Source: an optimization exercise on an open RTL-to-GDS flow (aim: small area). Production flows keep margins and buffers that such runs may drop. Function was checked by simulation only, so behaviour that the tests miss may differ from the original.

## the reference run
==> flow/design.v <==
`timescale 1ns / 1ps
module t_ff(
    input  logic clk, reset,
    input  logic t,
    output logic q
    );
    always_ff@(posedge clk, posedge reset)
    begin
        if(reset)
            q <= 1'b0;
        else if(t)
            q <= ~q;
    end
endmodule
`timescale 1ns / 1ps
module timerMs_input
    #(parameter bits = 16)(
    input logic clk, reset,
    input logic [bits - 1:0] finalValue,
    output logic done
    );
    localparam logic [31:0] INV = 32'h68c26139;  
    logic [31:0] s_reg;
    assign done = (s_reg == {{(26-bits){1'b0}}, finalValue, 6'b0});
    always_ff@(posedge clk, posedge reset)
    begin
        if(reset)
            s_reg <= 0;
        else
            s_reg <= (done ? 32'd0 : s_reg) + INV;
    end
endmodule
`timescale 1ns / 1ps
module singleLedBlink
    #(parameter bits = 16)(
    input logic clk, reset,
    input logic [bits - 1:0] finalValue,
    output logic led
    );
    logic timerOut;
    timerMs_input #(.bits(bits)) timer (
        .clk(clk),
        .reset(reset),
        .finalValue(finalValue),
        .done(timerOut)
    );
    t_ff TFF (
        .clk(clk),
        .reset(reset),
        .t(timerOut),
        .q(led)
    );
endmodule
`timescale 1ns / 1ps
module blinkingLeds
    #(parameter W = 4)(  
    input logic clk, reset,
    input  logic cs,
    input  logic read,
    input  logic write,
    input  logic [4:0] addr,
    input  logic [31:0] wr_data,
    output logic [31:0] rd_data,
    output logic [W-1:0] LED
    );
    logic [15:0] led_reg [3:0]; 
    logic wr_en;
    generate
        genvar i;
        for(i=0; i<4; i=i+1)
        begin: blinkingCircuit
            singleLedBlink #(.bits(16)) blink (
                .clk(clk),
                .reset(reset),
                .finalValue(led_reg[i]),
                .led(LED[i])
            );
        end
    endgenerate
    always_ff@(posedge clk, posedge reset)
    begin
        if(reset)
        begin
            led_reg[0] <= 0;
            led_reg[1] <= 0;
            led_reg[2] <= 0;
            led_reg[3] <= 0;
        end
        else
        begin
            if(wr_en)
            begin
                if(addr[1:0] == 2'b00)
                    led_reg[0] <= wr_data[15:0];   
                if(addr[1:0] == 2'b01)
                    led_reg[1] <= wr_data[15:0];   
                if(addr[1:0] == 2'b10)
                    led_reg[2] <= wr_data[15:0];   
                if(addr[1:0] == 2'b11)
                    led_reg[3] <= wr_data[15:0];   
            end
        end
    end
    assign wr_en = write && cs && (addr <= 3);
    assign rd_data = 0;
endmodule
==> flow/config.mk <==
export PLATFORM = sky130hd
export DESIGN_NAME = blinkingLeds
export DESIGN_NICKNAME = blinkingLeds
export VERILOG_FILES = /design/flow/design.v
export SDC_FILE = /design/flow/constraint.sdc
export NUM_CORES = 4
export LEC_CHECK = 0
export CAP_MARGIN = 20
export CORE_MARGIN = 2
export CORE_UTILIZATION = 40
export SLEW_MARGIN = 20
==> flow/constraint.sdc <==
create_clock -name core_clock -period 10.0 [get_ports {clk}]
set_input_delay 2.0000 -clock core_clock [delete_from_list [all_inputs] [get_ports {clk}]]
set_output_delay 2.0000 -clock core_clock [all_outputs]
set_load 0.01 [all_outputs]
run.sh (not shown) runs the stock make flow with config.mk's settings and CLKGATE_MAP_FILE= SYNTH_SCRIPT=/design/flow/synth_recipe.tcl, a recipe that flattens the netlist after the stock synthesis.
Modified inputs, the trial run compared to the reference run
--- a/flow/design.v
+++ b/flow/design.v
@@ -15,33 +15,39 @@
 `timescale 1ns / 1ps
 module timerMs_input
     #(parameter bits = 16)(
     input logic clk, reset,
+    input logic phase_zero, phase_wrap,
     input logic [bits - 1:0] finalValue,
     output logic done
     );
-    localparam logic [31:0] INV = 32'h68c26139;  
-    logic [31:0] s_reg;
-    assign done = (s_reg == {{(26-bits){1'b0}}, finalValue, 6'b0});
+    localparam logic [25:0] INV = 26'h0c26139;  
+    logic [25:0] w_reg;
+    assign done = phase_zero && (w_reg == {{(26-bits){1'b0}}, finalValue});
     always_ff@(posedge clk, posedge reset)
     begin
         if(reset)
-            s_reg <= 0;
-        else
-            s_reg <= (done ? 32'd0 : s_reg) + INV;
+            w_reg <= 0;
+        else if(done)
+            w_reg <= 0;
+        else if(phase_wrap)
+            w_reg <= w_reg + INV;
     end
 endmodule
 `timescale 1ns / 1ps
 module singleLedBlink
     #(parameter bits = 16)(
     input logic clk, reset,
+    input logic phase_zero, phase_wrap,
     input logic [bits - 1:0] finalValue,
     output logic led
     );
     logic timerOut;
     timerMs_input #(.bits(bits)) timer (
         .clk(clk),
         .reset(reset),
+        .phase_zero(phase_zero),
+        .phase_wrap(phase_wrap),
         .finalValue(finalValue),
         .done(timerOut)
     );
     t_ff TFF (
@@ -62,17 +68,30 @@
     input  logic [31:0] wr_data,
     output logic [31:0] rd_data,
     output logic [W-1:0] LED
     );
-    logic [15:0] led_reg [3:0]; 
+    logic [15:0] led_reg [3:0];
     logic wr_en;
+    logic [5:0] phase;
+    logic phase_zero, phase_wrap;
+    always_ff@(posedge clk, posedge reset)
+    begin
+        if(reset)
+            phase <= 0;
+        else
+            phase <= phase + 1;
+    end
+    assign phase_zero = (phase == 6'd0);
+    assign phase_wrap = (phase == 6'd63);
     generate
         genvar i;
         for(i=0; i<4; i=i+1)
         begin: blinkingCircuit
             singleLedBlink #(.bits(16)) blink (
                 .clk(clk),
                 .reset(reset),
+                .phase_zero(phase_zero),
+                .phase_wrap(phase_wrap),
                 .finalValue(led_reg[i]),
                 .led(LED[i])
             );
         end
@@ -90,15 +109,15 @@
         begin
             if(wr_en)
             begin
                 if(addr[1:0] == 2'b00)
-                    led_reg[0] <= wr_data[15:0];   
+                    led_reg[0] <= wr_data[15:0];
                 if(addr[1:0] == 2'b01)
-                    led_reg[1] <= wr_data[15:0];   
+                    led_reg[1] <= wr_data[15:0];
                 if(addr[1:0] == 2'b10)
-                    led_reg[2] <= wr_data[15:0];   
+                    led_reg[2] <= wr_data[15:0];
                 if(addr[1:0] == 2'b11)
-                    led_reg[3] <= wr_data[15:0];   
+                    led_reg[3] <= wr_data[15:0];
             end
         end
     end
     assign wr_en = write && cs && (addr <= 3);
Results
- Compared with the reference run, the trial run shows post-layout instance area that has gone down by a little under 10%.
- In the flow results for the reference run and the trial run, the worst slack at placement is larger on the trial run.
- Relative to the reference run, the trial run improves maximum frequency.
- ~same sequential share of layout area in the reference run and the trial run
- The higher final-layout clock buffer total of the reference run and the trial run is in the trial run.
- led_reg[3][12]$_DFFE_PP0P_ as the endpoint of the most critical setup path was reported by the trial run, and led_reg[3][7]$_DFFE_PP0P_ by the reference run.
- On net count reported at finish: between the reference run and the trial run, it ends up higher for the reference run.
- When the trial run is set beside the reference run, its sequential cell count turns out to be 18 smaller.
- The reference run → the trial run: via count fell 899; share of the synthesized area in compound gates (AO/OA/AOI/OAI) moved down; synthesized-area fraction occupied by and/or/nand/nor cells moved down.

## afterwards: timing with drivers on the ports
Ports are ideal in the flow. The routed layouts listed here were re-timed in OpenROAD.
Step 1: set_driving_cell puts a clkbuf_16 on clk and a buf_2 on each other input, an assumption about the parent block.
Step 2 times the ports against the registers' clock, not the clock port: input delays grow and output delays shrink by t, the midpoint of the rising clock arrivals with the driver on.
Three values: ideal ports, drivers, drivers and shift; two values: the first two.
run | t, ns | setup WS [ns] | worst setup path at the end | cell pins on the clock port's net
the reference run | 0.485 | 6.136 / 6.161 / 5.676 | input to register | 1
the trial run | 0.473 | 6.254 / 6.271 / 5.798 | input to register | 1
After both steps every run listed still meets setup and hold. For the reference run, which loses most, drivers alone change the setup slack by +0.025 ns; drivers and shift together by -0.460 ns.
